This design comes from an exercise in tuning for small area on the open sky130 flow, not from production work.
Function was checked by simulation only, so behaviour that the tests miss may differ from the original.
No driver is modelled on the clock port, so clocking that relies on it looks cheaper here than on a real chip.
Power is estimated from default activity; no workload was simulated.

== v38 ==
==> flow/design.v <==
module cb5_nsel (
    input en,
    input en_n,
    input a,
    input q,
    output y
);
    assign y = ~((q | en) & (a | en_n));
endmodule
module cb5_nsel8 (
    input en,
    input en_n,
    input [7:0] a,
    input [7:0] q,
    output [7:0] y
);
    genvar b;
    generate
        for (b = 0; b < 8; b = b + 1) begin : g_bit
            cb5_nsel u (.en(en), .en_n(en_n), .a(a[b]), .q(q[b]), .y(y[b]));
        end
    endgenerate
endmodule
module cb5_sel (
    input en,
    input en_n,
    input a,
    input q,
    output y
);
    assign y = (a & en) | (q & en_n);
endmodule
module cb5_sel8 (
    input en,
    input en_n,
    input [7:0] a,
    input [7:0] q,
    output [7:0] y
);
    genvar b;
    generate
        for (b = 0; b < 8; b = b + 1) begin : g_bit
            cb5_sel u (.en(en), .en_n(en_n), .a(a[b]), .q(q[b]), .y(y[b]));
        end
    endgenerate
endmodule
module conv_buffer_5x5 (
    input clk,
    input reset,
    input [7:0] pixel_in,
    input valid_in,
    output [199:0] window,
    output reg window_valid
);
localparam N = 4 * 32 + 5;
reg [8*N-1:0] s;        
wire [8*N-1:0] s_nx;
reg flip;
reg [9:0] pos;          
wire en = valid_in;
wire en_n = ~valid_in;
always @(posedge clk) begin
    if (reset)
        flip <= 1'b0;
    else
        flip <= flip ^ en_n;
end
always @(posedge clk)
    s <= s_nx;
genvar g;
generate
    for (g = 0; g < N; g = g + 1) begin : g_st
        if (g == 0) begin : g_in
            cb5_sel8 u (.en(en), .en_n(en_n), .a(pixel_in), .q(s[7:0]), .y(s_nx[7:0]));
        end else if ((g % 32) < 5 && (g % 32) != 0) begin : g_tap
            cb5_sel8 u (.en(en), .en_n(en_n), .a(s[8*g-8 +: 8]), .q(s[8*g +: 8]),
                       .y(s_nx[8*g +: 8]));
        end else if ((g % 32) == 0) begin : g_exit
            cb5_sel8 u (.en(en), .en_n(en_n), .a(s[8*g-8 +: 8] ^ {8{~flip}}),
                       .q(s[8*g +: 8]), .y(s_nx[8*g +: 8]));
        end else if ((g % 32) == 5) begin : g_enter
            cb5_nsel8 u (.en(en), .en_n(en_n), .a(s[8*g-8 +: 8] ^ {8{flip}}),
                        .q(s[8*g +: 8]), .y(s_nx[8*g +: 8]));
        end else begin : g_seg
            cb5_nsel8 u (.en(en), .en_n(en_n), .a(s[8*g-8 +: 8]), .q(s[8*g +: 8]),
                        .y(s_nx[8*g +: 8]));
        end
    end
endgenerate
always @(posedge clk) begin
    if (reset) begin
        pos <= 10'd0;
        window_valid <= 1'b0;
    end else if (valid_in) begin
        pos <= pos + 10'd1;
        window_valid <= (pos[9:7] != 3'd0) && (pos[4:2] != 3'd0);
    end
end
genvar k, j;
generate
    for (k = 0; k < 5; k = k + 1) begin : g_row
        for (j = 0; j < 5; j = j + 1) begin : g_col
            assign window[199 - 8*(5*k + j) -: 8] = s[8*(32*(4-k) + (4-j)) +: 8];
        end
    end
endgenerate
endmodule
==> flow/config.mk <==
export PLATFORM = sky130hd
export DESIGN_NAME = conv_buffer_5x5
export DESIGN_NICKNAME = conv_buffer_5x5
export VERILOG_FILES = /design/flow/design.v
export SDC_FILE = /design/flow/constraint.sdc
export NUM_CORES = 4
export LEC_CHECK = 0
export CAP_MARGIN = 20
export CORE_MARGIN = 2
export CORE_UTILIZATION = 40
export SLEW_MARGIN = 20
export SYNTH_HIERARCHICAL = 1
export SYNTH_MINIMUM_KEEP_SIZE = 0
==> flow/constraint.sdc <==
create_clock -name core_clock -period 6.0 [get_ports {clk}]
set_input_delay 1.2000 -clock core_clock [delete_from_list [all_inputs] [get_ports {clk}]]
set_output_delay 1.2000 -clock core_clock [all_outputs]
set_load 0.01 [all_outputs]
standard.sh (not shown) runs the stock make flow with config.mk's settings and CLKGATE_MAP_FILE= SYNTH_SCRIPT=/design/flow/synth_recipe.tcl, a recipe that flattens the netlist after the stock synthesis.
==> flow/flow/run.sh <==
#!/bin/bash
# Standard layout, with buf_1 port buffers and a clock tree of small buffers
# without dummy loads. make's full output goes to flow.log.
set -euo pipefail
export BUFFER_PORTS_ARGS="-buffer_cell sky130_fd_sc_hd__buf_1"
export CTS_ARGS="-sink_clustering_enable -repair_clock_nets -dont_use_dummy_load -buf_list {sky130_fd_sc_hd__clkbuf_4} -sink_clustering_size 10 -sink_clustering_max_diameter 30"
bash standard.sh > flow.log 2>&1
v38 was carried through to the last stage, and its layout satisfied the timing, design-rule and antenna checks.
The following lists how v24 was set up differently from v38:
==> flow/flow/run.sh <==
#!/bin/bash
# Standard layout, with buf_1 port buffers and a clock tree of small buffers
# without dummy loads. make's full output goes to flow.log.
set -euo pipefail
export BUFFER_PORTS_ARGS="-buffer_cell sky130_fd_sc_hd__buf_1"
export CTS_ARGS="-sink_clustering_enable -repair_clock_nets -dont_use_dummy_load -buf_list {sky130_fd_sc_hd__clkbuf_4 sky130_fd_sc_hd__clkbuf_8 sky130_fd_sc_hd__clkbuf_16} -sink_clustering_size 16 -sink_clustering_max_diameter 40"
bash standard.sh > flow.log 2>&1
--- outcome ---
Per the comparison of v24 with v38, async set-or-reset flop fraction in the synthesized netlist has remained practically unchanged, total die area has remained practically unchanged, number of setup buffers added after CTS has remained practically unchanged, via count has decreased, growth of design area from synthesis to finish has increased.
v38 consumes less power than v24.
For cell depth of the worst setup path, v24 and v38 come out practically identical.
v24 reports a lower maximum frequency than v38 does.
Destination of the critical timing path = s[394]$_DFF_P_: v24; destination of the critical timing path = s[433]$_DFF_P_: v38
On portion of total power attributed to combinational logic: between v24 and v38, it ends up higher for v38.
Changes in v22 relative to v24:
- PLACE_DENSITY now 0.75, previously not set
- CORE_UTILIZATION now 65, was 40
==> flow/flow/run.sh <==
#!/bin/bash
# Standard layout, with buf_1 port buffers and a clock tree of small buffers
# without dummy loads. make's full output goes to flow.log.
set -euo pipefail
export BUFFER_PORTS_ARGS="-buffer_cell sky130_fd_sc_hd__buf_1"
export CTS_ARGS="-sink_clustering_enable -repair_clock_nets -dont_use_dummy_load -buf_list {sky130_fd_sc_hd__clkbuf_16} -sink_clustering_size 48 -sink_clustering_max_diameter 40"
bash standard.sh > flow.log 2>&1
==> comparison <==
Looking at leakage power summed over all cells across v24 and v22, the one that comes out higher is v24.
Re worst hold slack: v24 and v22 aren't equal, and the higher value belongs to v22.
Compared to v24, v22 has number of nets at the end of the flow 24 lower.
When v22 is set beside v24, its power per cell area turns out to be 0.53% smaller.
Via count of the first global-routing pass: v24 vs v22, no meaningful difference
Compared with v24, final-layout clock buffer total in v22 decreased by more than 10%.
Between v24 and v22, the difference in reported combinational group power is negligible.
Per the final summary, v22 finished and its layout is clean on timing, DRC and antenna.
The design area number comes out higher for v24 vs v22.
### v22 -> v13
- CORE_UTILIZATION: 65 -> 40
- PLACE_DENSITY: 0.75 -> unset
==> flow/flow/run.sh <==
#!/bin/bash
# Standard layout, with buf_1 port buffers and a clock tree of small buffers
# without dummy loads. make's full output goes to flow.log.
set -euo pipefail
export BUFFER_PORTS_ARGS="-buffer_cell sky130_fd_sc_hd__buf_1"
export CTS_ARGS="-sink_clustering_enable -repair_clock_nets -dont_use_dummy_load -buf_list {sky130_fd_sc_hd__clkbuf_8} -sink_clustering_size 20 -sink_clustering_max_diameter 40"
bash standard.sh > flow.log 2>&1
## What came out
Taking v22 as the reference, in v13 count of mapped cells out of synthesis was more or less identical; non-clock buffer count increased by 9 relative to the old numbers; proportion of power drawn by combinational gates +0.9 points; total power went down by 1.4 mW; final area moved down. s[394]$_DFF_P_ as the critical path endpoint was reported by v13, and s[760]$_DFF_P_ by v22.
Modified inputs, v59 compared to v13
==> flow/flow/run.sh <==
#!/bin/bash
# Standard layout, with buf_1 port buffers and a clock tree of small buffers
# without dummy loads. make's full output goes to flow.log.
set -euo pipefail
export BUFFER_PORTS_ARGS="-buffer_cell sky130_fd_sc_hd__buf_1"
export CTS_ARGS="-sink_clustering_enable -repair_clock_nets -dont_use_dummy_load -buf_list {sky130_fd_sc_hd__clkbuf_4} -sink_clustering_size 16 -sink_clustering_max_diameter 60"
export POST_CTS_TCL="$PWD/flow/post_cts.tcl"
bash standard.sh > flow.log 2>&1
==> flow/flow/post_cts.tcl (new file) <==
estimate_parasitics -placement
set n_up 0
foreach inst [get_cells clkbuf_leaf_*] {
  set worst 0
  set onet [get_nets -of_objects [get_pins [get_full_name $inst]/X]]
  foreach p [get_pins -of_objects $onet -filter "direction==input"] {
    set s [get_property $p slew_max]
    if {$s > $worst} { set worst $s }
  }
  if {$worst > 0.115} {
    replace_cell $inst sky130_fd_sc_hd__clkbuf_8
    incr n_up
  }
}
puts "post_cts.tcl: upsized $n_up leaf clock buffers"
detailed_placement
check_placement -verbose
estimate_parasitics -placement
==> comparison <==
Taking v13 as the reference, in v59 final period utilization lost 2.5 points, wire length lower. Compared v59 vs v13, and switching power of the nets is down in v59. Summary of v59 over v13: average footprint of a synthesized cell held; final cell area excluding filler cells decreased about 1.7%. Compared with v13, v59 shows a lower tightest slew margin relative to the limit. v59 has maximum clock rate above what v13 had.

==> what the ideal ports hide <==
Ports are ideal in the flow. The routed layouts listed here were re-timed in OpenROAD. Step 1 sets driving cells, clkbuf_16 on the clock port and buf_2 on the other inputs (assumed; they add their load-dependent delay and slew). Step 2 moves the port delays by t, midway between the first and last clock arrival at a register: inputs arrive t later, outputs are due t later. That takes back most of the time a late clock gives input paths. a / b / c = no drivers / after step 1 / after step 2; a / b = the first two.
run | shift t [ns] | slack for setup (ns) | worst hold slack (ns) | cell pins on the clock port's net
v38 | 0.978 | 3.014 / 3.020 / 2.057 | 0.332 / 0.332 / 0.332 | 1
v24 | 0.678 | 2.714 / 2.736 / 2.058 | 0.369 / 0.369 / 0.369 | 1
v22 | 0.664 | 2.925 / 2.960 / 2.295 | 0.413 / 0.413 / 0.413 | 1
v13 | 0.726 | 2.775 / 2.795 / 2.069 | 0.355 / 0.355 / 0.355 | 1
v59 | 0.867 | 2.925 / 2.942 / 2.076 | 0.327 / 0.327 / 0.327 | 1
After both steps setup and hold are still met in every run listed. For v38, which loses most, drivers alone change the setup slack by +0.006 ns; drivers and shift together by -0.957 ns.
